Context: an optimization exercise on an open-source flow, tuned for small area. The choices shown serve that exercise and are no tape-out recipe.
Function was checked by simulation only, so behaviour that the tests miss may differ from the original.
Power and IR drop assume default switching activity.

==> design/flow/config.mk <==
export PLATFORM = sky130hd
export DESIGN_NAME = AXI_connect
export DESIGN_NICKNAME = AXI_connect
export VERILOG_FILES = /design/flow/design.v
export SDC_FILE = /design/flow/constraint.sdc
export NUM_CORES = 4
export LEC_CHECK = 0
export CAP_MARGIN = 20
export CORE_AREA = 5 5 395 395
export CTS_BUF_LIST = sky130_fd_sc_hd__clkbuf_1 sky130_fd_sc_hd__clkbuf_2
export DIE_AREA = 0 0 400 400
export PLACE_DENSITY = 0.7
export SLEW_MARGIN = 20
==> design/flow/constraint.sdc <==
create_clock -name core_clock -period 6.0 [get_ports {clk}]
set_input_delay 1.2000 -clock core_clock [delete_from_list [all_inputs] [get_ports {clk}]]
set_output_delay 1.2000 -clock core_clock [all_outputs]
set_load 0.01 [all_outputs]
==> design/flow/design.v <==
module addr_decode(
    input  [31:0] addr,
    output [5:0]  sel,
    output        err
    );
    wire z_a  = ~(addr[28] | addr[27] | addr[26] | addr[25]);
    wire z_b  = ~(addr[24] | addr[23] | addr[22] | addr[21]);
    wire base = z_a & z_b & ~addr[31] & addr[30];                  
    wire g40  = base & ~addr[29] & ~addr[19] & ~addr[18];
    wire hi401 = g40 & addr[20];                                   
    wire z_c  = ~(addr[20] | addr[19] | addr[18] | addr[17]);
    wire z_d  = ~(addr[16] | addr[15] | addr[14] | addr[13]);
    assign sel[0] = hi401 & ~addr[17] & ~addr[16];                 
    assign sel[1] = hi401 & ~addr[17] &  addr[16];                 
    assign sel[2] = hi401 &  addr[17] & ~addr[16];                 
    assign sel[3] = base & addr[29] & z_c & z_d;                   
    assign sel[4] = hi401 &  addr[17] &  addr[16];                 
    assign sel[5] = g40 & ~addr[20];                               
    assign err = ~(hi401 | sel[3] | sel[5]);
endmodule
module resp_mux #(parameter W = 1) (
    input  [5:0]   v,
    input  [W-1:0] d0, d1, d2, d3, d4, d5,
    input          err,
    output [W-1:0] y
    );
    wire [W-1:0] lo_n = ~(({W{v[0]}} & d0) | ({W{v[1]}} & d1) | ({W{v[2]}} & d2));
    wire [W-1:0] hi_n = ~(({W{v[3]}} & d3) | ({W{v[4]}} & d4) | ({W{v[5]}} & d5));
    assign y = ~(lo_n & hi_n & {W{~err}});
endmodule
`timescale 1ns / 100ps
module AXI_connect
    #( parameter
                ADDR = 32,
                VALID = 1,
                PROT = 3,
                DATA = 32,
                STRB = 4,
                READY = 1,
                RESP = 2
    )
    ( clk, rst,
    M00_AWADDR, M00_ARADDR, M00_AWVALID, M00_WVALID, M00_ARVALID, M00_AWPROT, M00_ARPROT, M00_WDATA, M00_WSTRB, M00_BREADY, M00_RREADY,
    S00_BVALID, S00_RVALID, S00_RDATA, S00_AWREADY, S00_WREADY, S00_ARREADY, S00_BRESP, S00_RRESP,
    S01_BVALID, S01_RVALID, S01_RDATA, S01_AWREADY, S01_WREADY, S01_ARREADY, S01_BRESP, S01_RRESP,
    S02_BVALID, S02_RVALID, S02_RDATA, S02_AWREADY, S02_WREADY, S02_ARREADY, S02_BRESP, S02_RRESP,
    S03_BVALID, S03_RVALID, S03_RDATA, S03_AWREADY, S03_WREADY, S03_ARREADY, S03_BRESP, S03_RRESP,
    S04_BVALID, S04_RVALID, S04_RDATA, S04_AWREADY, S04_WREADY, S04_ARREADY, S04_BRESP, S04_RRESP,
    S05_BVALID, S05_RVALID, S05_RDATA, S05_AWREADY, S05_WREADY, S05_ARREADY, S05_BRESP, S05_RRESP,
    S00_AWADDR, S00_ARADDR, S00_AWVALID, S00_WVALID, S00_ARVALID, S00_AWPROT, S00_ARPROT, S00_WDATA, S00_WSTRB, S00_BREADY, S00_RREADY,
    S01_AWADDR, S01_ARADDR, S01_AWVALID, S01_WVALID, S01_ARVALID, S01_AWPROT, S01_ARPROT, S01_WDATA, S01_WSTRB, S01_BREADY, S01_RREADY,
    S02_AWADDR, S02_ARADDR, S02_AWVALID, S02_WVALID, S02_ARVALID, S02_AWPROT, S02_ARPROT, S02_WDATA, S02_WSTRB, S02_BREADY, S02_RREADY,
    S03_AWADDR, S03_ARADDR, S03_AWVALID, S03_WVALID, S03_ARVALID, S03_AWPROT, S03_ARPROT, S03_WDATA, S03_WSTRB, S03_BREADY, S03_RREADY,
    S04_AWADDR, S04_ARADDR, S04_AWVALID, S04_WVALID, S04_ARVALID, S04_AWPROT, S04_ARPROT, S04_WDATA, S04_WSTRB, S04_BREADY, S04_RREADY,
    S05_AWADDR, S05_ARADDR, S05_AWVALID, S05_WVALID, S05_ARVALID, S05_AWPROT, S05_ARPROT, S05_WDATA, S05_WSTRB, S05_BREADY, S05_RREADY,
    M00_BVALID, M00_RVALID, M00_RDATA, M00_AWREADY, M00_WREADY, M00_ARREADY, M00_BRESP, M00_RRESP
    );
    input clk, rst;
    input [ADDR - 1: 0]   M00_AWADDR,                                  M00_ARADDR;
    input [VALID - 1: 0]  M00_AWVALID, M00_WVALID,                  M00_ARVALID;
    input [PROT - 1: 0]   M00_AWPROT,                                  M00_ARPROT;
    input [DATA - 1: 0]                   M00_WDATA;
    input [STRB - 1: 0]                   M00_WSTRB;
    input [READY - 1: 0]                                  M00_BREADY,                  M00_RREADY;
    input [VALID - 1: 0]                                  S00_BVALID,                  S00_RVALID;
    input [DATA - 1: 0]                                                                   S00_RDATA;
    input [READY - 1: 0]  S00_AWREADY, S00_WREADY,                  S00_ARREADY;
    input [RESP - 1: 0]                                   S00_BRESP,                   S00_RRESP;
    input [VALID - 1: 0]                               S01_BVALID,                  S01_RVALID;
    input [DATA - 1: 0]                                                                   S01_RDATA;
    input [READY - 1: 0]  S01_AWREADY, S01_WREADY,                  S01_ARREADY;
    input [RESP - 1: 0]                                   S01_BRESP,                   S01_RRESP;
    input [VALID - 1: 0]                                  S02_BVALID,                  S02_RVALID;
    input [DATA - 1: 0]                                                                   S02_RDATA;
    input [READY - 1: 0]  S02_AWREADY, S02_WREADY,                  S02_ARREADY;
    input [RESP - 1: 0]                                   S02_BRESP,                   S02_RRESP;
    input [VALID - 1: 0]                                  S03_BVALID,                  S03_RVALID;
    input [DATA - 1: 0]                                                                   S03_RDATA;
    input [READY - 1: 0]  S03_AWREADY, S03_WREADY,                  S03_ARREADY;
    input [RESP - 1: 0]                                   S03_BRESP,                   S03_RRESP;
    input [VALID - 1: 0]                                  S04_BVALID,                  S04_RVALID;
    input [DATA - 1: 0]                                                                   S04_RDATA;
    input [READY - 1: 0]  S04_AWREADY, S04_WREADY,                  S04_ARREADY;
    input [RESP - 1: 0]                                   S04_BRESP,                   S04_RRESP;
    input [VALID - 1: 0]                                  S05_BVALID,                  S05_RVALID;
    input [DATA - 1: 0]                                                                   S05_RDATA;
    input [READY - 1: 0]  S05_AWREADY, S05_WREADY,                  S05_ARREADY;
    input [RESP - 1: 0]                                   S05_BRESP,                   S05_RRESP;
    output [ADDR - 1: 0]   S00_AWADDR,                                 S00_ARADDR;
    output [VALID - 1: 0]  S00_AWVALID, S00_WVALID,                 S00_ARVALID;
    output [PROT - 1: 0]   S00_AWPROT,                                 S00_ARPROT;
    output [DATA - 1: 0]                   S00_WDATA;
    output [STRB - 1: 0]                   S00_WSTRB;
    output [READY - 1: 0]                                  S00_BREADY,   S00_RREADY;
    output [ADDR - 1: 0]   S01_AWADDR,                                 S01_ARADDR;
    output [VALID - 1: 0]  S01_AWVALID, S01_WVALID,                 S01_ARVALID;
    output [PROT - 1: 0]   S01_AWPROT,                                 S01_ARPROT;
    output [DATA - 1: 0]                   S01_WDATA;
    output [STRB - 1: 0]                   S01_WSTRB;
    output [READY - 1: 0]                                  S01_BREADY,                 S01_RREADY;
    output [ADDR - 1: 0]   S02_AWADDR,                                 S02_ARADDR;
    output [VALID - 1: 0]  S02_AWVALID, S02_WVALID,                 S02_ARVALID;
    output [PROT - 1: 0]   S02_AWPROT,                                 S02_ARPROT;
    output [DATA - 1: 0]                   S02_WDATA;
    output [STRB - 1: 0]                   S02_WSTRB;
    output [READY - 1: 0]                                  S02_BREADY,                 S02_RREADY;
    output [ADDR - 1: 0]   S03_AWADDR,                                 S03_ARADDR;
    output [VALID - 1: 0]  S03_AWVALID, S03_WVALID,                 S03_ARVALID;
    output [PROT - 1: 0]   S03_AWPROT,                                 S03_ARPROT;
    output [DATA - 1: 0]                   S03_WDATA;
    output [STRB - 1: 0]                   S03_WSTRB;
    output [READY - 1: 0]                                  S03_BREADY,                 S03_RREADY;
    output [ADDR - 1: 0]   S04_AWADDR,                                 S04_ARADDR;
    output [VALID - 1: 0]  S04_AWVALID, S04_WVALID,                 S04_ARVALID;
    output [PROT - 1: 0]   S04_AWPROT,                                 S04_ARPROT;
    output [DATA - 1: 0]                   S04_WDATA;
    output [STRB - 1: 0]                   S04_WSTRB;
    output [READY - 1: 0]                                  S04_BREADY,                 S04_RREADY;
    output [ADDR - 1: 0]   S05_AWADDR,                                 S05_ARADDR;
    output [VALID - 1: 0]  S05_AWVALID, S05_WVALID,                 S05_ARVALID;
    output [PROT - 1: 0]   S05_AWPROT,                                 S05_ARPROT;
    output [DATA - 1: 0]                   S05_WDATA;
    output [STRB - 1: 0]                   S05_WSTRB;
    output [READY - 1: 0]                                  S05_BREADY,                 S05_RREADY;
    output [VALID - 1: 0]                                  M00_BVALID,                  M00_RVALID;
    output [DATA - 1: 0]                                                                   M00_RDATA;
    output [READY - 1: 0]  M00_AWREADY, M00_WREADY,                  M00_ARREADY;
    output [RESP - 1: 0]                                   M00_BRESP,                   M00_RRESP;
    wire [5:0] w_dec, r_dec;
    wire       w_dec_err, r_dec_err;
    addr_decode w_decode(.addr(M00_AWADDR), .sel(w_dec), .err(w_dec_err));
    addr_decode r_decode(.addr(M00_ARADDR), .sel(r_dec), .err(r_dec_err));
    reg        w_blk;
    reg  [5:0] w_held;
    reg        w_err_q;
    wire [5:0] w_sel = M00_AWVALID ? (w_dec & {6{~w_blk}}) : w_held;
    wire       w_err = M00_AWVALID ? (w_dec_err & ~w_blk) : w_err_q;
    wire [5:0] s_awready = {S05_AWREADY, S04_AWREADY, S03_AWREADY, S02_AWREADY, S01_AWREADY, S00_AWREADY};
    wire [5:0] s_wready  = {S05_WREADY,  S04_WREADY,  S03_WREADY,  S02_WREADY,  S01_WREADY,  S00_WREADY};
    wire [5:0] s_bvalid  = {S05_BVALID,  S04_BVALID,  S03_BVALID,  S02_BVALID,  S01_BVALID,  S00_BVALID};
    assign M00_AWREADY = w_err | (|(w_sel & s_awready));
    assign M00_WREADY  = w_err | (|(w_sel & s_wready));
    assign M00_BVALID  = w_err | (|s_bvalid);
    resp_mux #(.W(2)) b_resp_mux(
        .v({S05_BVALID, S04_BVALID, S03_BVALID, S02_BVALID, S01_BVALID, S00_BVALID}),
        .d0(S00_BRESP), .d1(S01_BRESP), .d2(S02_BRESP), .d3(S03_BRESP), .d4(S04_BRESP), .d5(S05_BRESP),
        .err(w_err), .y(M00_BRESP));
    always @(posedge clk) begin
        w_blk   <= ~rst | (M00_BVALID & M00_BREADY);
        w_held  <= w_sel;
        w_err_q <= w_err & ~M00_BREADY & rst;
    end
    wire [5:0] s_awvalid = {6{M00_AWVALID}} & w_sel;
    wire [5:0] s_wvalid  = {6{M00_WVALID}} & w_sel;
    assign {S05_AWVALID, S04_AWVALID, S03_AWVALID, S02_AWVALID, S01_AWVALID, S00_AWVALID} = s_awvalid;
    assign {S05_WVALID,  S04_WVALID,  S03_WVALID,  S02_WVALID,  S01_WVALID,  S00_WVALID}  = s_wvalid;
    reg        r_blk;
    reg        r_err_q;
    wire [5:0] r_sel = r_dec & {6{M00_ARVALID & ~r_blk}};
    wire       r_err = M00_ARVALID ? (r_dec_err & ~r_blk) : r_err_q;
    wire [5:0] s_arready = {S05_ARREADY, S04_ARREADY, S03_ARREADY, S02_ARREADY, S01_ARREADY, S00_ARREADY};
    wire [5:0] s_rvalid  = {S05_RVALID,  S04_RVALID,  S03_RVALID,  S02_RVALID,  S01_RVALID,  S00_RVALID};
    assign M00_ARREADY = r_err | (|(r_sel & s_arready));
    assign M00_RVALID  = r_err | (|s_rvalid);
    resp_mux #(.W(34)) r_resp_mux(
        .v({S05_RVALID, S04_RVALID, S03_RVALID, S02_RVALID, S01_RVALID, S00_RVALID}),
        .d0({S00_RRESP, S00_RDATA}), .d1({S01_RRESP, S01_RDATA}), .d2({S02_RRESP, S02_RDATA}),
        .d3({S03_RRESP, S03_RDATA}), .d4({S04_RRESP, S04_RDATA}), .d5({S05_RRESP, S05_RDATA}),
        .err(r_err), .y({M00_RRESP, M00_RDATA}));
    always @(posedge clk) begin
        r_blk   <= ~rst | (M00_RVALID & M00_RREADY);
        r_err_q <= r_err & ~M00_RREADY & rst;
    end
    assign {S05_ARVALID, S04_ARVALID, S03_ARVALID, S02_ARVALID, S01_ARVALID, S00_ARVALID} = r_sel;
    assign S00_AWADDR = M00_AWADDR; assign S01_AWADDR = M00_AWADDR; assign S02_AWADDR = M00_AWADDR;
    assign S03_AWADDR = M00_AWADDR; assign S04_AWADDR = M00_AWADDR; assign S05_AWADDR = M00_AWADDR;
    assign S00_AWPROT = M00_AWPROT; assign S01_AWPROT = M00_AWPROT; assign S02_AWPROT = M00_AWPROT;
    assign S03_AWPROT = M00_AWPROT; assign S04_AWPROT = M00_AWPROT; assign S05_AWPROT = M00_AWPROT;
    assign S00_WDATA = M00_WDATA; assign S01_WDATA = M00_WDATA; assign S02_WDATA = M00_WDATA;
    assign S03_WDATA = M00_WDATA; assign S04_WDATA = M00_WDATA; assign S05_WDATA = M00_WDATA;
    assign S00_WSTRB = M00_WSTRB; assign S01_WSTRB = M00_WSTRB; assign S02_WSTRB = M00_WSTRB;
    assign S03_WSTRB = M00_WSTRB; assign S04_WSTRB = M00_WSTRB; assign S05_WSTRB = M00_WSTRB;
    assign S00_ARADDR = M00_ARADDR; assign S01_ARADDR = M00_ARADDR; assign S02_ARADDR = M00_ARADDR;
    assign S03_ARADDR = M00_ARADDR; assign S04_ARADDR = M00_ARADDR; assign S05_ARADDR = M00_ARADDR;
    assign S00_ARPROT = M00_ARPROT; assign S01_ARPROT = M00_ARPROT; assign S02_ARPROT = M00_ARPROT;
    assign S03_ARPROT = M00_ARPROT; assign S04_ARPROT = M00_ARPROT; assign S05_ARPROT = M00_ARPROT;
    assign S00_BREADY = M00_BREADY; assign S01_BREADY = M00_BREADY; assign S02_BREADY = M00_BREADY;
    assign S03_BREADY = M00_BREADY; assign S04_BREADY = M00_BREADY; assign S05_BREADY = M00_BREADY;
    assign S00_RREADY = M00_RREADY; assign S01_RREADY = M00_RREADY; assign S02_RREADY = M00_RREADY;
    assign S03_RREADY = M00_RREADY; assign S04_RREADY = M00_RREADY; assign S05_RREADY = M00_RREADY;
endmodule
==> design/flow/flow/run.sh <==
#!/bin/bash
# Standard ORFS layout with these changes:
#  - synthesis maps the logic with an area-oriented ABC script (flow/abc_speed.script);
#    everything else in ORFS's scripts is used unchanged (copied to ./orfs_scripts);
#  - the port buffers are the smallest buffer cell;
#  - the pins of each bit of a routed signal are placed side by side (flow/pin_groups.txt);
#  - the read data pins are kept near one corner (flow/pin_region.tcl).
set -eo pipefail
here=$(pwd)
rm -rf "$here/orfs_scripts"
cp -r "$FLOW_HOME/scripts" "$here/orfs_scripts"
cp "$here/flow/abc_speed.script" "$here/orfs_scripts/abc_speed.script"
export BUFFER_PORTS_ARGS="-buffer_cell sky130_fd_sc_hd__buf_1"
export PLACE_PINS_ARGS="$(cat "$here/flow/pin_groups.txt")"
export PRE_IO_PLACEMENT_TCL="$here/flow/pin_region.tcl"
bash standard.sh SCRIPTS_DIR="$here/orfs_scripts" synth > synth.log 2>&1
bash standard.sh > standard.log 2>&1
==> design/flow/flow/abc_speed.script <==
strash
dch
amap
==> design/flow/flow/pin_groups.txt <==
-group_pins {M00_RDATA[0] S00_RDATA[0] S01_RDATA[0] S02_RDATA[0] S03_RDATA[0] S04_RDATA[0] S05_RDATA[0]} -group_pins {M00_RDATA[1] S00_RDATA[1] S01_RDATA[1] S02_RDATA[1] S03_RDATA[1] S04_RDATA[1] S05_RDATA[1]} -group_pins {M00_RDATA[2] S00_RDATA[2] S01_RDATA[2] S02_RDATA[2] S03_RDATA[2] S04_RDATA[2] S05_RDATA[2]} -group_pins {M00_RDATA[3] S00_RDATA[3] S01_RDATA[3] S02_RDATA[3] S03_RDATA[3] S04_RDATA[3] S05_RDATA[3]} -group_pins {M00_RDATA[4] S00_RDATA[4] S01_RDATA[4] S02_RDATA[4] S03_RDATA[4] S04_RDATA[4] S05_RDATA[4]} -group_pins {M00_RDATA[5] S00_RDATA[5] S01_RDATA[5] S02_RDATA[5] S03_RDATA[5] S04_RDATA[5] S05_RDATA[5]} -group_pins {M00_RDATA[6] S00_RDATA[6] S01_RDATA[6] S02_RDATA[6] S03_RDATA[6] S04_RDATA[6] S05_RDATA[6]} -group_pins {M00_RDATA[7] S00_RDATA[7] S01_RDATA[7] S02_RDATA[7] S03_RDATA[7] S04_RDATA[7] S05_RDATA[7]} -group_pins {M00_RDATA[8] S00_RDATA[8] S01_RDATA[8] S02_RDATA[8] S03_RDATA[8] S04_RDATA[8] S05_RDATA[8]} -group_pins {M00_RDATA[9] S00_RDATA[9] S01_RDATA[9] S02_RDATA[9] S03_RDATA[9] S04_RDATA[9] S05_RDATA[9]} -group_pins {M00_RDATA[10] S00_RDATA[10] S01_RDATA[10] S02_RDATA[10] S03_RDATA[10] S04_RDATA[10] S05_RDATA[10]} -group_pins {M00_RDATA[11] S00_RDATA[11] S01_RDATA[11] S02_RDATA[11] S03_RDATA[11] S04_RDATA[11] S05_RDATA[11]} -group_pins {M00_RDATA[12] S00_RDATA[12] S01_RDATA[12] S02_RDATA[12] S03_RDATA[12] S04_RDATA[12] S05_RDATA[12]} -group_pins {M00_RDATA[13] S00_RDATA[13] S01_RDATA[13] S02_RDATA[13] S03_RDATA[13] S04_RDATA[13] S05_RDATA[13]} -group_pins {M00_RDATA[14] S00_RDATA[14] S01_RDATA[14] S02_RDATA[14] S03_RDATA[14] S04_RDATA[14] S05_RDATA[14]} -group_pins {M00_RDATA[15] S00_RDATA[15] S01_RDATA[15] S02_RDATA[15] S03_RDATA[15] S04_RDATA[15] S05_RDATA[15]} -group_pins {M00_RDATA[16] S00_RDATA[16] S01_RDATA[16] S02_RDATA[16] S03_RDATA[16] S04_RDATA[16] S05_RDATA[16]} -group_pins {M00_RDATA[17] S00_RDATA[17] S01_RDATA[17] S02_RDATA[17] S03_RDATA[17] S04_RDATA[17] S05_RDATA[17]} -group_pins {M00_RDATA[18] S00_RDATA[18] S01_RDATA[18] S02_RDATA[18] S03_RDATA[18] S04_RDATA[18] S05_RDATA[18]} -group_pins {M00_RDATA[19] S00_RDATA[19] S01_RDATA[19] S02_RDATA[19] S03_RDATA[19] S04_RDATA[19] S05_RDATA[19]} -group_pins {M00_RDATA[20] S00_RDATA[20] S01_RDATA[20] S02_RDATA[20] S03_RDATA[20] S04_RDATA[20] S05_RDATA[20]} -group_pins {M00_RDATA[21] S00_RDATA[21] S01_RDATA[21] S02_RDATA[21] S03_RDATA[21] S04_RDATA[21] S05_RDATA[21]} -group_pins {M00_RDATA[22] S00_RDATA[22] S01_RDATA[22] S02_RDATA[22] S03_RDATA[22] S04_RDATA[22] S05_RDATA[22]} -group_pins {M00_RDATA[23] S00_RDATA[23] S01_RDATA[23] S02_RDATA[23] S03_RDATA[23] S04_RDATA[23] S05_RDATA[23]} -group_pins {M00_RDATA[24] S00_RDATA[24] S01_RDATA[24] S02_RDATA[24] S03_RDATA[24] S04_RDATA[24] S05_RDATA[24]} -group_pins {M00_RDATA[25] S00_RDATA[25] S01_RDATA[25] S02_RDATA[25] S03_RDATA[25] S04_RDATA[25] S05_RDATA[25]} -group_pins {M00_RDATA[26] S00_RDATA[26] S01_RDATA[26] S02_RDATA[26] S03_RDATA[26] S04_RDATA[26] S05_RDATA[26]} -group_pins {M00_RDATA[27] S00_RDATA[27] S01_RDATA[27] S02_RDATA[27] S03_RDATA[27] S04_RDATA[27] S05_RDATA[27]} -group_pins {M00_RDATA[28] S00_RDATA[28] S01_RDATA[28] S02_RDATA[28] S03_RDATA[28] S04_RDATA[28] S05_RDATA[28]} -group_pins {M00_RDATA[29] S00_RDATA[29] S01_RDATA[29] S02_RDATA[29] S03_RDATA[29] S04_RDATA[29] S05_RDATA[29]} -group_pins {M00_RDATA[30] S00_RDATA[30] S01_RDATA[30] S02_RDATA[30] S03_RDATA[30] S04_RDATA[30] S05_RDATA[30]} -group_pins {M00_RDATA[31] S00_RDATA[31] S01_RDATA[31] S02_RDATA[31] S03_RDATA[31] S04_RDATA[31] S05_RDATA[31]} -group_pins {M00_RRESP[0] S00_RRESP[0] S01_RRESP[0] S02_RRESP[0] S03_RRESP[0] S04_RRESP[0] S05_RRESP[0]} -group_pins {M00_RRESP[1] S00_RRESP[1] S01_RRESP[1] S02_RRESP[1] S03_RRESP[1] S04_RRESP[1] S05_RRESP[1]} -group_pins {M00_BRESP[0] S00_BRESP[0] S01_BRESP[0] S02_BRESP[0] S03_BRESP[0] S04_BRESP[0] S05_BRESP[0]} -group_pins {M00_BRESP[1] S00_BRESP[1] S01_BRESP[1] S02_BRESP[1] S03_BRESP[1] S04_BRESP[1] S05_BRESP[1]} -group_pins {M00_AWADDR[0] S00_AWADDR[0] S01_AWADDR[0] S02_AWADDR[0] S03_AWADDR[0] S04_AWADDR[0] S05_AWADDR[0]} -group_pins {M00_AWADDR[1] S00_AWADDR[1] S01_AWADDR[1] S02_AWADDR[1] S03_AWADDR[1] S04_AWADDR[1] S05_AWADDR[1]} -group_pins {M00_AWADDR[2] S00_AWADDR[2] S01_AWADDR[2] S02_AWADDR[2] S03_AWADDR[2] S04_AWADDR[2] S05_AWADDR[2]} -group_pins {M00_AWADDR[3] S00_AWADDR[3] S01_AWADDR[3] S02_AWADDR[3] S03_AWADDR[3] S04_AWADDR[3] S05_AWADDR[3]} -group_pins {M00_AWADDR[4] S00_AWADDR[4] S01_AWADDR[4] S02_AWADDR[4] S03_AWADDR[4] S04_AWADDR[4] S05_AWADDR[4]} -group_pins {M00_AWADDR[5] S00_AWADDR[5] S01_AWADDR[5] S02_AWADDR[5] S03_AWADDR[5] S04_AWADDR[5] S05_AWADDR[5]} -group_pins {M00_AWADDR[6] S00_AWADDR[6] S01_AWADDR[6] S02_AWADDR[6] S03_AWADDR[6] S04_AWADDR[6] S05_AWADDR[6]} -group_pins {M00_AWADDR[7] S00_AWADDR[7] S01_AWADDR[7] S02_AWADDR[7] S03_AWADDR[7] S04_AWADDR[7] S05_AWADDR[7]} -group_pins {M00_AWADDR[8] S00_AWADDR[8] S01_AWADDR[8] S02_AWADDR[8] S03_AWADDR[8] S04_AWADDR[8] S05_AWADDR[8]} -group_pins {M00_AWADDR[9] S00_AWADDR[9] S01_AWADDR[9] S02_AWADDR[9] S03_AWADDR[9] S04_AWADDR[9] S05_AWADDR[9]} -group_pins {M00_AWADDR[10] S00_AWADDR[10] S01_AWADDR[10] S02_AWADDR[10] S03_AWADDR[10] S04_AWADDR[10] S05_AWADDR[10]} -group_pins {M00_AWADDR[11] S00_AWADDR[11] S01_AWADDR[11] S02_AWADDR[11] S03_AWADDR[11] S04_AWADDR[11] S05_AWADDR[11]} -group_pins {M00_AWADDR[12] S00_AWADDR[12] S01_AWADDR[12] S02_AWADDR[12] S03_AWADDR[12] S04_AWADDR[12] S05_AWADDR[12]} -group_pins {M00_AWADDR[13] S00_AWADDR[13] S01_AWADDR[13] S02_AWADDR[13] S03_AWADDR[13] S04_AWADDR[13] S05_AWADDR[13]} -group_pins {M00_AWADDR[14] S00_AWADDR[14] S01_AWADDR[14] S02_AWADDR[14] S03_AWADDR[14] S04_AWADDR[14] S05_AWADDR[14]} -group_pins {M00_AWADDR[15] S00_AWADDR[15] S01_AWADDR[15] S02_AWADDR[15] S03_AWADDR[15] S04_AWADDR[15] S05_AWADDR[15]} -group_pins {M00_AWADDR[16] S00_AWADDR[16] S01_AWADDR[16] S02_AWADDR[16] S03_AWADDR[16] S04_AWADDR[16] S05_AWADDR[16]} -group_pins {M00_AWADDR[17] S00_AWADDR[17] S01_AWADDR[17] S02_AWADDR[17] S03_AWADDR[17] S04_AWADDR[17] S05_AWADDR[17]} -group_pins {M00_AWADDR[18] S00_AWADDR[18] S01_AWADDR[18] S02_AWADDR[18] S03_AWADDR[18] S04_AWADDR[18] S05_AWADDR[18]} -group_pins {M00_AWADDR[19] S00_AWADDR[19] S01_AWADDR[19] S02_AWADDR[19] S03_AWADDR[19] S04_AWADDR[19] S05_AWADDR[19]} -group_pins {M00_AWADDR[20] S00_AWADDR[20] S01_AWADDR[20] S02_AWADDR[20] S03_AWADDR[20] S04_AWADDR[20] S05_AWADDR[20]} -group_pins {M00_AWADDR[21] S00_AWADDR[21] S01_AWADDR[21] S02_AWADDR[21] S03_AWADDR[21] S04_AWADDR[21] S05_AWADDR[21]} -group_pins {M00_AWADDR[22] S00_AWADDR[22] S01_AWADDR[22] S02_AWADDR[22] S03_AWADDR[22] S04_AWADDR[22] S05_AWADDR[22]} -group_pins {M00_AWADDR[23] S00_AWADDR[23] S01_AWADDR[23] S02_AWADDR[23] S03_AWADDR[23] S04_AWADDR[23] S05_AWADDR[23]} -group_pins {M00_AWADDR[24] S00_AWADDR[24] S01_AWADDR[24] S02_AWADDR[24] S03_AWADDR[24] S04_AWADDR[24] S05_AWADDR[24]} -group_pins {M00_AWADDR[25] S00_AWADDR[25] S01_AWADDR[25] S02_AWADDR[25] S03_AWADDR[25] S04_AWADDR[25] S05_AWADDR[25]} -group_pins {M00_AWADDR[26] S00_AWADDR[26] S01_AWADDR[26] S02_AWADDR[26] S03_AWADDR[26] S04_AWADDR[26] S05_AWADDR[26]} -group_pins {M00_AWADDR[27] S00_AWADDR[27] S01_AWADDR[27] S02_AWADDR[27] S03_AWADDR[27] S04_AWADDR[27] S05_AWADDR[27]} -group_pins {M00_AWADDR[28] S00_AWADDR[28] S01_AWADDR[28] S02_AWADDR[28] S03_AWADDR[28] S04_AWADDR[28] S05_AWADDR[28]} -group_pins {M00_AWADDR[29] S00_AWADDR[29] S01_AWADDR[29] S02_AWADDR[29] S03_AWADDR[29] S04_AWADDR[29] S05_AWADDR[29]} -group_pins {M00_AWADDR[30] S00_AWADDR[30] S01_AWADDR[30] S02_AWADDR[30] S03_AWADDR[30] S04_AWADDR[30] S05_AWADDR[30]} -group_pins {M00_AWADDR[31] S00_AWADDR[31] S01_AWADDR[31] S02_AWADDR[31] S03_AWADDR[31] S04_AWADDR[31] S05_AWADDR[31]} -group_pins {M00_ARADDR[0] S00_ARADDR[0] S01_ARADDR[0] S02_ARADDR[0] S03_ARADDR[0] S04_ARADDR[0] S05_ARADDR[0]} -group_pins {M00_ARADDR[1] S00_ARADDR[1] S01_ARADDR[1] S02_ARADDR[1] S03_ARADDR[1] S04_ARADDR[1] S05_ARADDR[1]} -group_pins {M00_ARADDR[2] S00_ARADDR[2] S01_ARADDR[2] S02_ARADDR[2] S03_ARADDR[2] S04_ARADDR[2] S05_ARADDR[2]} -group_pins {M00_ARADDR[3] S00_ARADDR[3] S01_ARADDR[3] S02_ARADDR[3] S03_ARADDR[3] S04_ARADDR[3] S05_ARADDR[3]} -group_pins {M00_ARADDR[4] S00_ARADDR[4] S01_ARADDR[4] S02_ARADDR[4] S03_ARADDR[4] S04_ARADDR[4] S05_ARADDR[4]} -group_pins {M00_ARADDR[5] S00_ARADDR[5] S01_ARADDR[5] S02_ARADDR[5] S03_ARADDR[5] S04_ARADDR[5] S05_ARADDR[5]} -group_pins {M00_ARADDR[6] S00_ARADDR[6] S01_ARADDR[6] S02_ARADDR[6] S03_ARADDR[6] S04_ARADDR[6] S05_ARADDR[6]} -group_pins {M00_ARADDR[7] S00_ARADDR[7] S01_ARADDR[7] S02_ARADDR[7] S03_ARADDR[7] S04_ARADDR[7] S05_ARADDR[7]} -group_pins {M00_ARADDR[8] S00_ARADDR[8] S01_ARADDR[8] S02_ARADDR[8] S03_ARADDR[8] S04_ARADDR[8] S05_ARADDR[8]} -group_pins {M00_ARADDR[9] S00_ARADDR[9] S01_ARADDR[9] S02_ARADDR[9] S03_ARADDR[9] S04_ARADDR[9] S05_ARADDR[9]} -group_pins {M00_ARADDR[10] S00_ARADDR[10] S01_ARADDR[10] S02_ARADDR[10] S03_ARADDR[10] S04_ARADDR[10] S05_ARADDR[10]} -group_pins {M00_ARADDR[11] S00_ARADDR[11] S01_ARADDR[11] S02_ARADDR[11] S03_ARADDR[11] S04_ARADDR[11] S05_ARADDR[11]} -group_pins {M00_ARADDR[12] S00_ARADDR[12] S01_ARADDR[12] S02_ARADDR[12] S03_ARADDR[12] S04_ARADDR[12] S05_ARADDR[12]} -group_pins {M00_ARADDR[13] S00_ARADDR[13] S01_ARADDR[13] S02_ARADDR[13] S03_ARADDR[13] S04_ARADDR[13] S05_ARADDR[13]} -group_pins {M00_ARADDR[14] S00_ARADDR[14] S01_ARADDR[14] S02_ARADDR[14] S03_ARADDR[14] S04_ARADDR[14] S05_ARADDR[14]} -group_pins {M00_ARADDR[15] S00_ARADDR[15] S01_ARADDR[15] S02_ARADDR[15] S03_ARADDR[15] S04_ARADDR[15] S05_ARADDR[15]} -group_pins {M00_ARADDR[16] S00_ARADDR[16] S01_ARADDR[16] S02_ARADDR[16] S03_ARADDR[16] S04_ARADDR[16] S05_ARADDR[16]} -group_pins {M00_ARADDR[17] S00_ARADDR[17] S01_ARADDR[17] S02_ARADDR[17] S03_ARADDR[17] S04_ARADDR[17] S05_ARADDR[17]} -group_pins {M00_ARADDR[18] S00_ARADDR[18] S01_ARADDR[18] S02_ARADDR[18] S03_ARADDR[18] S04_ARADDR[18] S05_ARADDR[18]} -group_pins {M00_ARADDR[19] S00_ARADDR[19] S01_ARADDR[19] S02_ARADDR[19] S03_ARADDR[19] S04_ARADDR[19] S05_ARADDR[19]} -group_pins {M00_ARADDR[20] S00_ARADDR[20] S01_ARADDR[20] S02_ARADDR[20] S03_ARADDR[20] S04_ARADDR[20] S05_ARADDR[20]} -group_pins {M00_ARADDR[21] S00_ARADDR[21] S01_ARADDR[21] S02_ARADDR[21] S03_ARADDR[21] S04_ARADDR[21] S05_ARADDR[21]} -group_pins {M00_ARADDR[22] S00_ARADDR[22] S01_ARADDR[22] S02_ARADDR[22] S03_ARADDR[22] S04_ARADDR[22] S05_ARADDR[22]} -group_pins {M00_ARADDR[23] S00_ARADDR[23] S01_ARADDR[23] S02_ARADDR[23] S03_ARADDR[23] S04_ARADDR[23] S05_ARADDR[23]} -group_pins {M00_ARADDR[24] S00_ARADDR[24] S01_ARADDR[24] S02_ARADDR[24] S03_ARADDR[24] S04_ARADDR[24] S05_ARADDR[24]} -group_pins {M00_ARADDR[25] S00_ARADDR[25] S01_ARADDR[25] S02_ARADDR[25] S03_ARADDR[25] S04_ARADDR[25] S05_ARADDR[25]} -group_pins {M00_ARADDR[26] S00_ARADDR[26] S01_ARADDR[26] S02_ARADDR[26] S03_ARADDR[26] S04_ARADDR[26] S05_ARADDR[26]} -group_pins {M00_ARADDR[27] S00_ARADDR[27] S01_ARADDR[27] S02_ARADDR[27] S03_ARADDR[27] S04_ARADDR[27] S05_ARADDR[27]} -group_pins {M00_ARADDR[28] S00_ARADDR[28] S01_ARADDR[28] S02_ARADDR[28] S03_ARADDR[28] S04_ARADDR[28] S05_ARADDR[28]} -group_pins {M00_ARADDR[29] S00_ARADDR[29] S01_ARADDR[29] S02_ARADDR[29] S03_ARADDR[29] S04_ARADDR[29] S05_ARADDR[29]} -group_pins {M00_ARADDR[30] S00_ARADDR[30] S01_ARADDR[30] S02_ARADDR[30] S03_ARADDR[30] S04_ARADDR[30] S05_ARADDR[30]} -group_pins {M00_ARADDR[31] S00_ARADDR[31] S01_ARADDR[31] S02_ARADDR[31] S03_ARADDR[31] S04_ARADDR[31] S05_ARADDR[31]} -group_pins {M00_WDATA[0] S00_WDATA[0] S01_WDATA[0] S02_WDATA[0] S03_WDATA[0] S04_WDATA[0] S05_WDATA[0]} -group_pins {M00_WDATA[1] S00_WDATA[1] S01_WDATA[1] S02_WDATA[1] S03_WDATA[1] S04_WDATA[1] S05_WDATA[1]} -group_pins {M00_WDATA[2] S00_WDATA[2] S01_WDATA[2] S02_WDATA[2] S03_WDATA[2] S04_WDATA[2] S05_WDATA[2]} -group_pins {M00_WDATA[3] S00_WDATA[3] S01_WDATA[3] S02_WDATA[3] S03_WDATA[3] S04_WDATA[3] S05_WDATA[3]} -group_pins {M00_WDATA[4] S00_WDATA[4] S01_WDATA[4] S02_WDATA[4] S03_WDATA[4] S04_WDATA[4] S05_WDATA[4]} -group_pins {M00_WDATA[5] S00_WDATA[5] S01_WDATA[5] S02_WDATA[5] S03_WDATA[5] S04_WDATA[5] S05_WDATA[5]} -group_pins {M00_WDATA[6] S00_WDATA[6] S01_WDATA[6] S02_WDATA[6] S03_WDATA[6] S04_WDATA[6] S05_WDATA[6]} -group_pins {M00_WDATA[7] S00_WDATA[7] S01_WDATA[7] S02_WDATA[7] S03_WDATA[7] S04_WDATA[7] S05_WDATA[7]} -group_pins {M00_WDATA[8] S00_WDATA[8] S01_WDATA[8] S02_WDATA[8] S03_WDATA[8] S04_WDATA[8] S05_WDATA[8]} -group_pins {M00_WDATA[9] S00_WDATA[9] S01_WDATA[9] S02_WDATA[9] S03_WDATA[9] S04_WDATA[9] S05_WDATA[9]} -group_pins {M00_WDATA[10] S00_WDATA[10] S01_WDATA[10] S02_WDATA[10] S03_WDATA[10] S04_WDATA[10] S05_WDATA[10]} -group_pins {M00_WDATA[11] S00_WDATA[11] S01_WDATA[11] S02_WDATA[11] S03_WDATA[11] S04_WDATA[11] S05_WDATA[11]} -group_pins {M00_WDATA[12] S00_WDATA[12] S01_WDATA[12] S02_WDATA[12] S03_WDATA[12] S04_WDATA[12] S05_WDATA[12]} -group_pins {M00_WDATA[13] S00_WDATA[13] S01_WDATA[13] S02_WDATA[13] S03_WDATA[13] S04_WDATA[13] S05_WDATA[13]} -group_pins {M00_WDATA[14] S00_WDATA[14] S01_WDATA[14] S02_WDATA[14] S03_WDATA[14] S04_WDATA[14] S05_WDATA[14]} -group_pins {M00_WDATA[15] S00_WDATA[15] S01_WDATA[15] S02_WDATA[15] S03_WDATA[15] S04_WDATA[15] S05_WDATA[15]} -group_pins {M00_WDATA[16] S00_WDATA[16] S01_WDATA[16] S02_WDATA[16] S03_WDATA[16] S04_WDATA[16] S05_WDATA[16]} -group_pins {M00_WDATA[17] S00_WDATA[17] S01_WDATA[17] S02_WDATA[17] S03_WDATA[17] S04_WDATA[17] S05_WDATA[17]} -group_pins {M00_WDATA[18] S00_WDATA[18] S01_WDATA[18] S02_WDATA[18] S03_WDATA[18] S04_WDATA[18] S05_WDATA[18]} -group_pins {M00_WDATA[19] S00_WDATA[19] S01_WDATA[19] S02_WDATA[19] S03_WDATA[19] S04_WDATA[19] S05_WDATA[19]} -group_pins {M00_WDATA[20] S00_WDATA[20] S01_WDATA[20] S02_WDATA[20] S03_WDATA[20] S04_WDATA[20] S05_WDATA[20]} -group_pins {M00_WDATA[21] S00_WDATA[21] S01_WDATA[21] S02_WDATA[21] S03_WDATA[21] S04_WDATA[21] S05_WDATA[21]} -group_pins {M00_WDATA[22] S00_WDATA[22] S01_WDATA[22] S02_WDATA[22] S03_WDATA[22] S04_WDATA[22] S05_WDATA[22]} -group_pins {M00_WDATA[23] S00_WDATA[23] S01_WDATA[23] S02_WDATA[23] S03_WDATA[23] S04_WDATA[23] S05_WDATA[23]} -group_pins {M00_WDATA[24] S00_WDATA[24] S01_WDATA[24] S02_WDATA[24] S03_WDATA[24] S04_WDATA[24] S05_WDATA[24]} -group_pins {M00_WDATA[25] S00_WDATA[25] S01_WDATA[25] S02_WDATA[25] S03_WDATA[25] S04_WDATA[25] S05_WDATA[25]} -group_pins {M00_WDATA[26] S00_WDATA[26] S01_WDATA[26] S02_WDATA[26] S03_WDATA[26] S04_WDATA[26] S05_WDATA[26]} -group_pins {M00_WDATA[27] S00_WDATA[27] S01_WDATA[27] S02_WDATA[27] S03_WDATA[27] S04_WDATA[27] S05_WDATA[27]} -group_pins {M00_WDATA[28] S00_WDATA[28] S01_WDATA[28] S02_WDATA[28] S03_WDATA[28] S04_WDATA[28] S05_WDATA[28]} -group_pins {M00_WDATA[29] S00_WDATA[29] S01_WDATA[29] S02_WDATA[29] S03_WDATA[29] S04_WDATA[29] S05_WDATA[29]} -group_pins {M00_WDATA[30] S00_WDATA[30] S01_WDATA[30] S02_WDATA[30] S03_WDATA[30] S04_WDATA[30] S05_WDATA[30]} -group_pins {M00_WDATA[31] S00_WDATA[31] S01_WDATA[31] S02_WDATA[31] S03_WDATA[31] S04_WDATA[31] S05_WDATA[31]} -group_pins {M00_WSTRB[0] S00_WSTRB[0] S01_WSTRB[0] S02_WSTRB[0] S03_WSTRB[0] S04_WSTRB[0] S05_WSTRB[0]} -group_pins {M00_WSTRB[1] S00_WSTRB[1] S01_WSTRB[1] S02_WSTRB[1] S03_WSTRB[1] S04_WSTRB[1] S05_WSTRB[1]} -group_pins {M00_WSTRB[2] S00_WSTRB[2] S01_WSTRB[2] S02_WSTRB[2] S03_WSTRB[2] S04_WSTRB[2] S05_WSTRB[2]} -group_pins {M00_WSTRB[3] S00_WSTRB[3] S01_WSTRB[3] S02_WSTRB[3] S03_WSTRB[3] S04_WSTRB[3] S05_WSTRB[3]} -group_pins {M00_AWPROT[0] S00_AWPROT[0] S01_AWPROT[0] S02_AWPROT[0] S03_AWPROT[0] S04_AWPROT[0] S05_AWPROT[0]} -group_pins {M00_AWPROT[1] S00_AWPROT[1] S01_AWPROT[1] S02_AWPROT[1] S03_AWPROT[1] S04_AWPROT[1] S05_AWPROT[1]} -group_pins {M00_AWPROT[2] S00_AWPROT[2] S01_AWPROT[2] S02_AWPROT[2] S03_AWPROT[2] S04_AWPROT[2] S05_AWPROT[2]} -group_pins {M00_ARPROT[0] S00_ARPROT[0] S01_ARPROT[0] S02_ARPROT[0] S03_ARPROT[0] S04_ARPROT[0] S05_ARPROT[0]} -group_pins {M00_ARPROT[1] S00_ARPROT[1] S01_ARPROT[1] S02_ARPROT[1] S03_ARPROT[1] S04_ARPROT[1] S05_ARPROT[1]} -group_pins {M00_ARPROT[2] S00_ARPROT[2] S01_ARPROT[2] S02_ARPROT[2] S03_ARPROT[2] S04_ARPROT[2] S05_ARPROT[2]} -group_pins {M00_AWVALID[0] S00_AWVALID[0] S01_AWVALID[0] S02_AWVALID[0] S03_AWVALID[0] S04_AWVALID[0] S05_AWVALID[0]} -group_pins {M00_AWREADY[0] S00_AWREADY[0] S01_AWREADY[0] S02_AWREADY[0] S03_AWREADY[0] S04_AWREADY[0] S05_AWREADY[0]} -group_pins {M00_WVALID[0] S00_WVALID[0] S01_WVALID[0] S02_WVALID[0] S03_WVALID[0] S04_WVALID[0] S05_WVALID[0]} -group_pins {M00_WREADY[0] S00_WREADY[0] S01_WREADY[0] S02_WREADY[0] S03_WREADY[0] S04_WREADY[0] S05_WREADY[0]} -group_pins {M00_BVALID[0] S00_BVALID[0] S01_BVALID[0] S02_BVALID[0] S03_BVALID[0] S04_BVALID[0] S05_BVALID[0]} -group_pins {M00_BREADY[0] S00_BREADY[0] S01_BREADY[0] S02_BREADY[0] S03_BREADY[0] S04_BREADY[0] S05_BREADY[0]} -group_pins {M00_ARVALID[0] S00_ARVALID[0] S01_ARVALID[0] S02_ARVALID[0] S03_ARVALID[0] S04_ARVALID[0] S05_ARVALID[0]} -group_pins {M00_ARREADY[0] S00_ARREADY[0] S01_ARREADY[0] S02_ARREADY[0] S03_ARREADY[0] S04_ARREADY[0] S05_ARREADY[0]} -group_pins {M00_RVALID[0] S00_RVALID[0] S01_RVALID[0] S02_RVALID[0] S03_RVALID[0] S04_RVALID[0] S05_RVALID[0]} -group_pins {M00_RREADY[0] S00_RREADY[0] S01_RREADY[0] S02_RREADY[0] S03_RREADY[0] S04_RREADY[0] S05_RREADY[0]}
==> design/flow/flow/pin_region.tcl <==
set_io_pin_constraint -region bottom:* -pin_names [list {M00_RDATA[0]} {S00_RDATA[0]} {S01_RDATA[0]} {S02_RDATA[0]} {S03_RDATA[0]} {S04_RDATA[0]} {S05_RDATA[0]} {M00_RDATA[1]} {S00_RDATA[1]} {S01_RDATA[1]} {S02_RDATA[1]} {S03_RDATA[1]} {S04_RDATA[1]} {S05_RDATA[1]} {M00_RDATA[2]} {S00_RDATA[2]} {S01_RDATA[2]} {S02_RDATA[2]} {S03_RDATA[2]} {S04_RDATA[2]} {S05_RDATA[2]} {M00_RDATA[3]} {S00_RDATA[3]} {S01_RDATA[3]} {S02_RDATA[3]} {S03_RDATA[3]} {S04_RDATA[3]} {S05_RDATA[3]} {M00_RDATA[4]} {S00_RDATA[4]} {S01_RDATA[4]} {S02_RDATA[4]} {S03_RDATA[4]} {S04_RDATA[4]} {S05_RDATA[4]} {M00_RDATA[5]} {S00_RDATA[5]} {S01_RDATA[5]} {S02_RDATA[5]} {S03_RDATA[5]} {S04_RDATA[5]} {S05_RDATA[5]} {M00_RDATA[6]} {S00_RDATA[6]} {S01_RDATA[6]} {S02_RDATA[6]} {S03_RDATA[6]} {S04_RDATA[6]} {S05_RDATA[6]} {M00_RDATA[7]} {S00_RDATA[7]} {S01_RDATA[7]} {S02_RDATA[7]} {S03_RDATA[7]} {S04_RDATA[7]} {S05_RDATA[7]} {M00_RDATA[8]} {S00_RDATA[8]} {S01_RDATA[8]} {S02_RDATA[8]} {S03_RDATA[8]} {S04_RDATA[8]} {S05_RDATA[8]} {M00_RDATA[9]} {S00_RDATA[9]} {S01_RDATA[9]} {S02_RDATA[9]} {S03_RDATA[9]} {S04_RDATA[9]} {S05_RDATA[9]} {M00_RDATA[10]} {S00_RDATA[10]} {S01_RDATA[10]} {S02_RDATA[10]} {S03_RDATA[10]} {S04_RDATA[10]} {S05_RDATA[10]} {M00_RDATA[11]} {S00_RDATA[11]} {S01_RDATA[11]} {S02_RDATA[11]} {S03_RDATA[11]} {S04_RDATA[11]} {S05_RDATA[11]} {M00_RDATA[12]} {S00_RDATA[12]} {S01_RDATA[12]} {S02_RDATA[12]} {S03_RDATA[12]} {S04_RDATA[12]} {S05_RDATA[12]} {M00_RDATA[13]} {S00_RDATA[13]} {S01_RDATA[13]} {S02_RDATA[13]} {S03_RDATA[13]} {S04_RDATA[13]} {S05_RDATA[13]} {M00_RDATA[14]} {S00_RDATA[14]} {S01_RDATA[14]} {S02_RDATA[14]} {S03_RDATA[14]} {S04_RDATA[14]} {S05_RDATA[14]} {M00_RDATA[15]} {S00_RDATA[15]} {S01_RDATA[15]} {S02_RDATA[15]} {S03_RDATA[15]} {S04_RDATA[15]} {S05_RDATA[15]} {M00_RDATA[16]} {S00_RDATA[16]} {S01_RDATA[16]} {S02_RDATA[16]} {S03_RDATA[16]} {S04_RDATA[16]} {S05_RDATA[16]} {M00_RVALID[0]} {S00_RVALID[0]} {S01_RVALID[0]} {S02_RVALID[0]} {S03_RVALID[0]} {S04_RVALID[0]} {S05_RVALID[0]}]
set_io_pin_constraint -region left:* -pin_names [list {M00_RDATA[17]} {S00_RDATA[17]} {S01_RDATA[17]} {S02_RDATA[17]} {S03_RDATA[17]} {S04_RDATA[17]} {S05_RDATA[17]} {M00_RDATA[18]} {S00_RDATA[18]} {S01_RDATA[18]} {S02_RDATA[18]} {S03_RDATA[18]} {S04_RDATA[18]} {S05_RDATA[18]} {M00_RDATA[19]} {S00_RDATA[19]} {S01_RDATA[19]} {S02_RDATA[19]} {S03_RDATA[19]} {S04_RDATA[19]} {S05_RDATA[19]} {M00_RDATA[20]} {S00_RDATA[20]} {S01_RDATA[20]} {S02_RDATA[20]} {S03_RDATA[20]} {S04_RDATA[20]} {S05_RDATA[20]} {M00_RDATA[21]} {S00_RDATA[21]} {S01_RDATA[21]} {S02_RDATA[21]} {S03_RDATA[21]} {S04_RDATA[21]} {S05_RDATA[21]} {M00_RDATA[22]} {S00_RDATA[22]} {S01_RDATA[22]} {S02_RDATA[22]} {S03_RDATA[22]} {S04_RDATA[22]} {S05_RDATA[22]} {M00_RDATA[23]} {S00_RDATA[23]} {S01_RDATA[23]} {S02_RDATA[23]} {S03_RDATA[23]} {S04_RDATA[23]} {S05_RDATA[23]} {M00_RDATA[24]} {S00_RDATA[24]} {S01_RDATA[24]} {S02_RDATA[24]} {S03_RDATA[24]} {S04_RDATA[24]} {S05_RDATA[24]} {M00_RDATA[25]} {S00_RDATA[25]} {S01_RDATA[25]} {S02_RDATA[25]} {S03_RDATA[25]} {S04_RDATA[25]} {S05_RDATA[25]} {M00_RDATA[26]} {S00_RDATA[26]} {S01_RDATA[26]} {S02_RDATA[26]} {S03_RDATA[26]} {S04_RDATA[26]} {S05_RDATA[26]} {M00_RDATA[27]} {S00_RDATA[27]} {S01_RDATA[27]} {S02_RDATA[27]} {S03_RDATA[27]} {S04_RDATA[27]} {S05_RDATA[27]} {M00_RDATA[28]} {S00_RDATA[28]} {S01_RDATA[28]} {S02_RDATA[28]} {S03_RDATA[28]} {S04_RDATA[28]} {S05_RDATA[28]} {M00_RDATA[29]} {S00_RDATA[29]} {S01_RDATA[29]} {S02_RDATA[29]} {S03_RDATA[29]} {S04_RDATA[29]} {S05_RDATA[29]} {M00_RDATA[30]} {S00_RDATA[30]} {S01_RDATA[30]} {S02_RDATA[30]} {S03_RDATA[30]} {S04_RDATA[30]} {S05_RDATA[30]} {M00_RDATA[31]} {S00_RDATA[31]} {S01_RDATA[31]} {S02_RDATA[31]} {S03_RDATA[31]} {S04_RDATA[31]} {S05_RDATA[31]} {M00_RRESP[0]} {S00_RRESP[0]} {S01_RRESP[0]} {S02_RRESP[0]} {S03_RRESP[0]} {S04_RRESP[0]} {S05_RRESP[0]} {M00_RRESP[1]} {S00_RRESP[1]} {S01_RRESP[1]} {S02_RRESP[1]} {S03_RRESP[1]} {S04_RRESP[1]} {S05_RRESP[1]}]
==> design/flow/standard.sh <==
#!/bin/bash
# synth_recipe.tcl (not shown) runs the flow's synth.tcl, then flattens the netlist and writes it again
# the make line also repeats each setting of config.mk as NAME=value (left out here)
make -C /OpenROAD-flow-scripts/flow DESIGN_CONFIG=/design/flow/config.mk WORK_HOME=/design/flow/orfs CLKGATE_MAP_FILE= SYNTH_SCRIPT=/design/flow/synth_recipe.tcl "${@:-finish}"
==> notes.md <==
CTS Hold Buffers Added=0; Max Cap Viol=0; setup bufs post-CTS=0; Root Buffer Master=clkbuf_2; Pwr Density=roughly 67 nW/um^2; Max Slew Vio Count=0; HP Class=register to register; Crit path depth=14; chip width=roughly 400 um; hpwl dp=around 20 mm; post-synth cell types=20; slew margin rel.=between 30% and 40%; post-synthesis register bit count=10; RSZ-0062 raised after global routing=false; synthesized netlist cell count=roughly 860; vias per cell=1.63; Top Family by Delay on Critical Path=simple AND/OR/NAND/NOR gates; post-synthesis compound-gate area fraction=between 10 and 15%; Final setup violation count=0; pre-CTS setup slack=around 0.69 ns; Die ar.=~160000 sq um; most common cell in the netlist=buf_4; clk latency of the worst-skew pair=roughly 0.24 ns; Clock Pin Slew Worst Setup and Hold Paths=around 0.10 ns; WL per Instance=7.37 um; register area share after synthesis=3.10%; worst slew pin tran=between 0.9 and 1 ns; largest net degree at the start of global routing=36; initial core utilization=under 10%; Hold Vio Cnt, Final=0; standard-cell rows=about 140; WP buf/inv=4; commonest register cell after synthesis=dfxtp_1; Die Y=~400 um; final net count=1172; Mapped Area=6460 sq um; slowest CP cell=nor4_1; fin crit period=5.42 ns; Hold Startpoint=w_held[1]; ys async rst share=0%; CP peak stage delay=about 0.54 ns; mux cell area share after synthesis=0%; crit start category=primary input; number of synthesized flops with an enable pin=0; vias in the first global route=around 4000; Synth Area in XOR/XNOR=0%; main combinational cell family by area after synthesis=buffers and inverters; biggest area consumer among synthesized cells=buf_4; CTS Buf Count=3; period utilization=around 90%; hold path cells=2; Total GRT Usage=2.23%; drt pass-1 iters=8; Synth Area in Adders=0%; status=finished clean; # IOs=between 1000 and 1500; Worst Slack Setup Final=slightly below 0.6 ns; Synth Area in Simple Gates=just over 8%; first-pass GRT wire length=25.2 mm; wirelength, routed=between 20 and 25 mm; IO buf count=between 500 and 600; Pleak=0.00118 uW; Avg Cell Area, Syn=approximately 7.5 sq um; Post-DRT Antenna Nets=0; Resized Gates After CTS=0; reg2reg start=w_blk; syn nets=~1200; RePlAce Congestion=0.688; H-tree Lvls=1; critical path endpoint category=output pin; Worst EP required=about 4.8 ns; Core ar.=between 150000 and 200000 sq um; share of post-route cells with drive strength above 1=under 10%; clock buffer depth=2; worst IR drop on VDD=0.0376 mV; yosys warns=1; area grow syn2layout=-0.620%; # DRC=0; vias=around 4600; Yosys top cell area share=roughly three quarters; Fin Setup TNS=0 ns; initial antenna violation count=2; initial detailed-routing violation count=roughly 460; top post-synthesis cells by count=buf_4 (648), a222oi_1 (74), nand3_1 (42); skew final=slightly below 0.008 ns; worst-path cell chain=buf_1 -> or4_1 -> nor3_1 -> nand4b_1 -> nor4_1 -> clkinv_1 -> or3_1 -> nor2_1 -> a21oi_1 -> clkinv_1 -> a22o_1 -> a221oi_1 -> nand3_1 -> buf_1; Worst Path Arrival=4.22 ns; critical path type=primary input to output pin; CTS sink cnt=10; Critical Path Source=M00_AWADDR[23]; Overflow after GRT=0; crit path max fanout=7; top cells by area, synth=buf_4 (75%), a222oi_1 (11%), nand3_1 (3.3%); Peak Freq=between 150 and 200 MHz; CTS tree=built; Worst R2R Path Depth=6
==> cell type report <==
type,count,area (sq um)
inverters,13,48.8
diodes,1,2.50
flip-flops and latches,10,200
clock buffers,3,15.0
repair buffers,594,2260
multi-input cells,191,1360
well taps,2030,2540
fillers,18000,145000
==> worst min-delay path, cell delays in order, from the launching register on <==
cell	delay [ns]
dfxtp_1	0.32
a21oi_1	0.08
clkinv_1	0.08
==> state kept, by name (all words and copies together) (netlist names) <==
| name | flops |
|---|---|
| r_blk | 1 |
| w_blk | 1 |
| w_err_q | 1 |
| r_err_q | 1 |
| w_held | 6 |
==> stage by stage <==
step | utilization (%) | hold WS (ns) | power, uW | cells | instance area (sq um)
finish | 4.23 | 0.503 | 427 | 2842 | 6420
global route | 4.23 | 0.525 | 470 | 2842 | 6420
CTS | 4.23 | 0.497 | 436 | 2841 | 6410
detailed placement | 4.22 | 0.473 | 401 | 2838 | 6400
global placement | 4.22 | 0.470 | 399 | 2838 | 6400
floorplan | - | 0.447 | 579 | 862 | 6460
==> where the power goes <==
group / leakage (uW) / switching, uW / internal [uW]
clock: 0.0000125 / 21.4 / 13.6
combinational: 0.00109 / 206 / 118
sequential: 0.0000812 / 0.360 / 67.3
total: 0.00118 / 228 / 199
==> cells by family after synthesis <==
logic type      Yosys count
compound gates           87
buf+inv                 661
flops                    10
simple gates            104
==> cells in the final DEF, fill, tap and decap left out <==
cell type,count
a21oi_4,1
nand2b_1,3
clkbuf_2,9
a22oi_1,2
a21oi_1,7
diode_2,1
or3_1,2
nand2_1,8
nor3_1,10
or4_1,4
nand4_1,2
buf_1,583
dfxtp_1,10
a22o_1,1
nor2_1,23
a222oi_1,74
clkinv_1,13
buf_4,5
or2_0,3
nand3_1,42
a221oi_1,2
nand4b_1,3
nor4_1,3
nor3b_1,1
==> final timing paths <==
kind              slack (ns)             end
setup reg to reg        4.33           w_blk
hold reg to reg         0.50       w_held[1]
hold / removal          0.50       w_held[1]
setup / recovery        0.58  M00_AWREADY[0]
==> per-layer routing <==
layer | vias to the layer above | track usage [%] | wire length [um] | part of all wire (%)
li1 | 2231 | - | - | -
met4 | 0 | 0.793 | 261 | 1.2
met3 | 8 | 0.406 | 2430 | 12
met1 | 2009 | 2.23 | 6740 | 32
met5 | - | 0 | 0 | 0
met2 | 384 | 4.54 | 11500 | 55

==> port drivers added, routing unchanged <==
Ports are ideal in the flow. The routed layout listed here was re-timed in OpenROAD. Step 1 (the two cells are an assumption about what drives the block):
set clk [get_ports {clk}]
set_driving_cell -lib_cell sky130_fd_sc_hd__clkbuf_16 $clk
set_driving_cell -lib_cell sky130_fd_sc_hd__buf_2 [delete_from_list [all_inputs] $clk]
Step 2 moves the port delays by t, midway between the first and last clock arrival at a register: inputs arrive t later, outputs are due t later. That takes back most of the time a late clock gives input paths. Slacks: ideal ports / drivers / drivers and shift; pairs: ideal ports / drivers.
t (ns): 0.301
slack for setup (ns): 0.583 / 0.560 / 0.560
worst register clock-pin slew, ns: 0.10 / 0.10
After both steps setup and hold are still met in this run. For this run, drivers alone change the setup slack by -0.023 ns; drivers and shift together by -0.023 ns.
